Source: an optimization exercise on an open RTL-to-GDS flow (aim: small area, a short achievable clock period and few clock cycles). Production flows keep margins and buffers that such runs may drop.
At most, simulation tests tie the RTL to the original design; equivalence was not proved.
Power figures rest on the tool's default switching activity, not on a simulated workload.

## harbor
==> flow/design.v <==
module nn_ctr(
	input clk,
	input init,
	input step,
	output reg lay,         
	output reg bf,          
	output reg df,          
	output reg [1:0] r,     
	output reg [1:0] j,     
	output reg [5:0] k,     
	output reg [6:0] n,     
	output reg nl,          
	output reg fin,         
	output lay_last,        
	output all_last         
);
	wire wph = !bf && !df;
	wire k_last = lay ? (k == 6'd49) : (k == 6'd48);
	wire n_last = lay ? (n == 7'd99) : (n == 7'd49);
	assign lay_last = nl && n_last && !lay;
	assign all_last = nl && n_last && lay;
	always @(posedge clk) begin
		if (init) begin
			lay <= 1'b0; bf <= 1'b1; df <= 1'b0; r <= 2'd0; j <= 2'd0;
			k <= 6'd0; n <= 7'd0; nl <= 1'b0; fin <= 1'b0;
		end else if (step) begin
			r <= r + 2'd1;
			nl <= wph && (r == 2'd2) && (lay || j == 2'd3) && k_last;
			if (r == 2'd3) begin
				if (bf || df) begin
					bf <= 1'b0;
					df <= !df;
				end else if (lay || j == 2'd3) begin
					j <= 2'd0;
					if (k_last) begin
						k <= 6'd0;
						bf <= 1'b1;
						n <= n + 7'd1;
						if (n_last) begin
							if (!lay) lay <= 1'b1;
							else fin <= 1'b1;
						end
					end else begin
						k <= k + 6'd1;
						df <= 1'b1;
					end
				end else
					j <= j + 2'd1;
			end
		end
	end
endmodule
module accelerator(
input clk,
input reset_n,
output SDRAM_readn,
output SDRAM_writen,
output SDRAM_chipselect,
input SDRAM_waitrequest,
output [31:0] SDRAM_address,
output [1:0] SDRAM_byteenable,
input SDRAM_readdatavalid,
input [15:0] SDRAM_readdata,
output [15:0] SDRAM_writedata,
input start,
output done
);
assign SDRAM_chipselect = 1'b1;
assign SDRAM_byteenable = 2'b11;
localparam [16:0] B1_W = 17'd20000;
localparam [16:0] W1_W = 17'd20400;
localparam [16:0] Z1_W = 17'd71600;
localparam [16:0] Z2_W = 17'd91600;
localparam S_IDLE = 3'd0;
localparam S_RUN  = 3'd1;    
localparam S_WAIT = 3'd2;    
localparam S_WR   = 3'd3;    
localparam S_END  = 3'd4;
localparam S_DONE = 3'd5;
reg [2:0] st;
reg done_r;
reg o_rd, o_wr;
reg [16:0] o_addr;
reg [3:0] o_wd;
assign SDRAM_readn = ~o_rd;
assign SDRAM_writen = ~o_wr;
assign SDRAM_address = {14'd0, o_addr, 1'b0};
assign SDRAM_writedata = {3'd0, o_wd[3], 3'd0, o_wd[2], 3'd0, o_wd[1], 3'd0, o_wd[0]};
assign done = done_r;
wire idle = (st == S_IDLE);
wire adv = !(o_rd || o_wr) || !SDRAM_waitrequest;
reg rv_q;
reg [15:0] rd_q;
always @(posedge clk) begin
	rv_q <= SDRAM_readdatavalid;
	rd_q <= SDRAM_readdata;
end
wire wpend = (st == S_WR);
wire issue_wr = adv && wpend;
wire issue_rd = adv && !wpend && (st == S_RUN);
wire s_lay, s_bf, s_df, s_nl, s_fin;
wire [1:0] s_r, s_j;
wire [5:0] s_k;
wire [6:0] s_n;
wire s_lay_last, s_all_last;
nn_ctr u_sctr(.clk(clk), .init(idle), .step(issue_rd),
	.lay(s_lay), .bf(s_bf), .df(s_df), .r(s_r), .j(s_j), .k(s_k), .n(s_n), .nl(s_nl), .fin(s_fin),
	.lay_last(s_lay_last), .all_last(s_all_last));
wire p_lay, p_bf, p_df, p_nl, p_fin;
wire [1:0] p_r, p_j;
wire [5:0] p_k;
wire [6:0] p_n;
wire p_lay_last, p_all_last;
nn_ctr u_pctr(.clk(clk), .init(idle), .step(rv_q),
	.lay(p_lay), .bf(p_bf), .df(p_df), .r(p_r), .j(p_j), .k(p_k), .n(p_n), .nl(p_nl), .fin(p_fin),
	.lay_last(p_lay_last), .all_last(p_all_last));
reg [3:0] wi;          
reg w_lay;
reg [16:0] a_base;
reg [8:0] a_off;
always @(*) begin
	if (wpend) begin
		if (!w_lay) begin
			a_base = Z1_W - 17'd1 + 17'd50 * wi[1:0];
			a_off = {2'd0, p_n};
		end else begin
			a_base = Z2_W - 17'd204 + 17'd200 * wi[3:2];
			a_off = {p_n, wi[1:0]};
		end
	end else if (s_bf) begin
		a_base = B1_W;
		a_off = {s_n, s_r};
	end else if (!s_lay) begin
		a_base = 17'd49 * s_r;
		a_off = {3'd0, s_k};
	end else begin
		a_base = Z1_W + 17'd50 * s_r;
		a_off = {3'd0, s_k};
	end
end
wire [16:0] a_sum = a_base + a_off;
wire s_isw = !s_bf && !s_df;
reg [16:0] s_w;        
reg [16:0] s_wstep;
always @(*) begin
	if (s_nl)
		s_wstep = 17'd1;
	else if (s_r != 2'd3)
		s_wstep = s_lay ? 17'd50 : 17'd196;
	else
		s_wstep = s_lay ? (17'd1 - 17'd150) : (17'd1 - 17'd588);
end
always @(posedge clk) begin
	if (idle)
		s_w <= W1_W;
	else if (issue_rd && s_isw)
		s_w <= s_w + s_wstep;
end
reg [15:0] img [0:3];
reg signed [14:0] acc0 [0:3];
reg signed [14:0] acc1 [0:3];
reg signed [14:0] acc2 [0:3];
reg signed [14:0] acc3 [0:3];
wire signed [14:0] bclamp = (rd_q[15:13] == 3'b000 || rd_q[15:13] == 3'b111) ? rd_q[14:0] :
                            (rd_q[15] ? 15'h6000 : 15'h1fff);
wire [3:0] zor = {|rd_q[15:12], |rd_q[11:8], |rd_q[7:4], |rd_q[3:0]};
function signed [5:0] wsum;
	input [15:0] w;
	input [3:0] m;
	reg signed [5:0] t0, t1, t2, t3;
	begin
		t0 = m[0] ? {{2{w[3]}},  w[3:0]}   : 6'sd0;
		t1 = m[1] ? {{2{w[7]}},  w[7:4]}   : 6'sd0;
		t2 = m[2] ? {{2{w[11]}}, w[11:8]}  : 6'sd0;
		t3 = m[3] ? {{2{w[15]}}, w[15:12]} : 6'sd0;
		wsum = (t0 + t1) + (t2 + t3);
	end
endfunction
reg q_v, q_b;
reg signed [14:0] q_bias;
reg signed [5:0] q_d [0:3];
reg e0, e1;     
integer i;
always @(posedge clk) begin
	q_v <= rv_q && !p_df;
	q_b <= p_bf;
	q_bias <= bclamp;
	for (i = 0; i < 4; i = i + 1)
		q_d[i] <= wsum(rd_q, img[i][3:0]);
	for (i = 0; i < 4; i = i + 1)
		if (rv_q && p_df && p_r == i)
			img[i] <= {rd_q[15:4], p_lay ? zor : rd_q[3:0]};
		else if (rv_q && !p_df && !p_bf && p_r == 2'd3)
			img[i] <= {rd_q[15:12], img[i][15:4]};
	if (q_v)
		for (i = 0; i < 4; i = i + 1) begin
			acc0[i] <= acc1[i];
			acc1[i] <= acc2[i];
			acc2[i] <= acc3[i];
			acc3[i] <= q_b ? q_bias : acc0[i] + q_d[i];
		end
end
wire [3:0] res [0:3];
genvar gi;
generate for (gi = 0; gi < 4; gi = gi + 1) begin : g_res
	assign res[gi] = {~acc3[gi][14], ~acc2[gi][14], ~acc1[gi][14], ~acc0[gi][14]};
end endgenerate
wire w_last = w_lay ? (wi == 4'd15) : (wi[1:0] == 2'd3);
always @(posedge clk) begin
	if (!reset_n) begin
		st <= S_IDLE;
		done_r <= 1'b0;
		o_rd <= 1'b0;
		o_wr <= 1'b0;
		e0 <= 1'b0;
		e1 <= 1'b0;
	end else begin
		e0 <= rv_q && p_nl && !idle;
		e1 <= e0;
		case (st)
		S_IDLE: if (start) st <= S_RUN;
		S_RUN:  if (issue_rd && s_nl) st <= S_WAIT;
		S_WAIT: if (e1) st <= S_WR;
		S_WR:   if (issue_wr && w_last) st <= s_fin ? S_END : S_RUN;
		S_END:  if (!o_wr) begin st <= S_DONE; done_r <= 1'b1; end
		S_DONE: if (!start) begin st <= S_IDLE; done_r <= 1'b0; end
		default: st <= S_IDLE;
		endcase
		if (adv) begin
			o_wr <= wpend;
			o_rd <= !wpend && (st == S_RUN);
		end
	end
end
always @(posedge clk) begin
	if (adv) begin
		o_addr <= (!wpend && s_isw) ? s_w : a_sum;
		o_wd <= w_lay ? {3'd0, res[wi[3:2]][wi[1:0]]} : res[wi[1:0]];
	end
	if (idle) begin
		wi <= 4'd0;
		w_lay <= 1'b0;
	end else if (issue_wr) begin
		if (w_last) begin
			wi <= 4'd0;
			w_lay <= p_lay;
		end else
			wi <= wi + 4'd1;
	end
end
endmodule
clock: 7.5 ns
lec_check: 0
abc_area: 1
abc_clock_period_in_ps: 2500
cap_margin: 20
core_margin: 2
core_utilization: 40
cts_buf_list: sky130_fd_sc_hd__clkbuf_8
cts_cluster_diameter: 60
cts_cluster_size: 16
place_density: 0.6
setup_slack_margin: 4.8
slew_margin: 20
run.sh (not shown) runs the stock make flow with config.mk's settings and CLKGATE_MAP_FILE= SYNTH_SCRIPT=/design/flow/synth_recipe.tcl, a recipe that flattens the netlist after the stock synthesis.
Relative to harbor, the following input files were edited for cedar:
diff --git a/flow/design.v b/flow/design.v
--- a/flow/design.v
+++ b/flow/design.v
@@ -69,17 +69,16 @@
 assign SDRAM_byteenable = 2'b11;
 localparam [16:0] B1_W = 17'd20000;
 localparam [16:0] W1_W = 17'd20400;
 localparam [16:0] Z1_W = 17'd71600;
 localparam [16:0] Z2_W = 17'd91600;
 localparam S_IDLE = 3'd0;
-localparam S_RUN  = 3'd1;    
-localparam S_WAIT = 3'd2;    
-localparam S_WR   = 3'd3;    
-localparam S_END  = 3'd4;
-localparam S_DONE = 3'd5;
+localparam S_RUN  = 3'd1;
+localparam S_BAR  = 3'd2;
+localparam S_END  = 3'd3;
+localparam S_DONE = 3'd4;
 reg [2:0] st;
 reg done_r;
 reg o_rd, o_wr;
 reg [16:0] o_addr;
 reg [3:0] o_wd;
 assign SDRAM_readn = ~o_rd;
@@ -92,13 +91,13 @@
 reg rv_q;
 reg [15:0] rd_q;
 always @(posedge clk) begin
 	rv_q <= SDRAM_readdatavalid;
 	rd_q <= SDRAM_readdata;
 end
-wire wpend = (st == S_WR);
+reg wpend;             
 wire issue_wr = adv && wpend;
 wire issue_rd = adv && !wpend && (st == S_RUN);
 wire s_lay, s_bf, s_df, s_nl, s_fin;
 wire [1:0] s_r, s_j;
 wire [5:0] s_k;
 wire [6:0] s_n;
@@ -113,12 +112,13 @@
 wire p_lay_last, p_all_last;
 nn_ctr u_pctr(.clk(clk), .init(idle), .step(rv_q),
 	.lay(p_lay), .bf(p_bf), .df(p_df), .r(p_r), .j(p_j), .k(p_k), .n(p_n), .nl(p_nl), .fin(p_fin),
 	.lay_last(p_lay_last), .all_last(p_all_last));
 reg [3:0] wi;          
 reg w_lay;
+reg [3:0] res [0:3];   
 reg [16:0] a_base;
 reg [8:0] a_off;
 always @(*) begin
 	if (wpend) begin
 		if (!w_lay) begin
 			a_base = Z1_W - 17'd1 + 17'd50 * wi[1:0];
@@ -196,43 +196,47 @@
 		for (i = 0; i < 4; i = i + 1) begin
 			acc0[i] <= acc1[i];
 			acc1[i] <= acc2[i];
 			acc2[i] <= acc3[i];
 			acc3[i] <= q_b ? q_bias : acc0[i] + q_d[i];
 		end
-end
-wire [3:0] res [0:3];
-genvar gi;
-generate for (gi = 0; gi < 4; gi = gi + 1) begin : g_res
-	assign res[gi] = {~acc3[gi][14], ~acc2[gi][14], ~acc1[gi][14], ~acc0[gi][14]};
-end endgenerate
+	if (e1)
+		for (i = 0; i < 4; i = i + 1)
+			res[i] <= {~acc3[i][14], ~acc2[i][14], ~acc1[i][14], ~acc0[i][14]};
+end
+wire drained = !e0 && !e1 && !wpend && !o_wr;
 wire w_last = w_lay ? (wi == 4'd15) : (wi[1:0] == 2'd3);
 always @(posedge clk) begin
 	if (!reset_n) begin
 		st <= S_IDLE;
 		done_r <= 1'b0;
 		o_rd <= 1'b0;
 		o_wr <= 1'b0;
+		wpend <= 1'b0;
 		e0 <= 1'b0;
 		e1 <= 1'b0;
 	end else begin
 		e0 <= rv_q && p_nl && !idle;
 		e1 <= e0;
 		case (st)
 		S_IDLE: if (start) st <= S_RUN;
-		S_RUN:  if (issue_rd && s_nl) st <= S_WAIT;
-		S_WAIT: if (e1) st <= S_WR;
-		S_WR:   if (issue_wr && w_last) st <= s_fin ? S_END : S_RUN;
-		S_END:  if (!o_wr) begin st <= S_DONE; done_r <= 1'b1; end
+		S_RUN:  if (issue_rd && s_lay_last) st <= S_BAR;
+		        else if (issue_rd && s_all_last) st <= S_END;
+		S_BAR:  if (p_lay && drained) st <= S_RUN;
+		S_END:  if (p_fin && drained) begin st <= S_DONE; done_r <= 1'b1; end
 		S_DONE: if (!start) begin st <= S_IDLE; done_r <= 1'b0; end
 		default: st <= S_IDLE;
 		endcase
 		if (adv) begin
 			o_wr <= wpend;
 			o_rd <= !wpend && (st == S_RUN);
 		end
+		if (e1)
+			wpend <= 1'b1;
+		else if (issue_wr && w_last)
+			wpend <= 1'b0;
 	end
 end
 always @(posedge clk) begin
 	if (adv) begin
 		o_addr <= (!wpend && s_isw) ? s_w : a_sum;
 		o_wd <= w_lay ? {3'd0, res[wi[3:2]][wi[1:0]]} : res[wi[1:0]];
Findings:
On clock skew: cedar sits above harbor.
Die area: cedar worse than harbor
Number of antenna violations at the first check in global routing down 2 in cedar wrt harbor
In cedar, the power came out 14% below the value in harbor.
Comparing cedar with harbor, the area share of fa/ha/maj cells after synthesis came out essentially unchanged.
Per the comparison of cedar with harbor, clock period minus worst slack grew by 0.028 ns; aggregate routed wire length grew by 3.9%; finished layout cell area grew by about 0.9%.
Looking only at setup slack, and setting everything else aside, the higher value of cedar and harbor goes to harbor.
Testbench counts of cedar, summed over its fixed seeds: cycles 376,314.
The RTL of harbor was laid out without a check of its function.

==> what the ideal ports hide <==
In the flow no input, the clock included, has a driving cell. The finished layouts below were timed again as built, in two steps. Step 1 sets driving cells, clkbuf_16 on the clock port and buf_2 on the other inputs (assumed; they add their load-dependent delay and slew). Step 2 adds t to the input delays and takes it off the output delays; t is the mean of the earliest and latest rising clock arrival at the registers after step 1. Input paths then give back, and output paths get back, about the clock's delay inside the block. a / b / c = ideal / step 1 / step 2; a / b = the first two.
| run | shift t [ns] | setup slack, ns | slew at the worst register clock pin (ns) |
|---|---|---|---|
| harbor | 0.695 | 4.757 / 4.756 / 4.280 | 0.10 / 0.10 |
| cedar | 0.683 | 4.730 / 4.678 / 4.203 | 0.11 / 0.11 |
After both steps setup and hold are still met in every run listed. The setup slack of cedar, which loses most, moves by -0.052 ns with the drivers and by -0.527 ns with both steps.
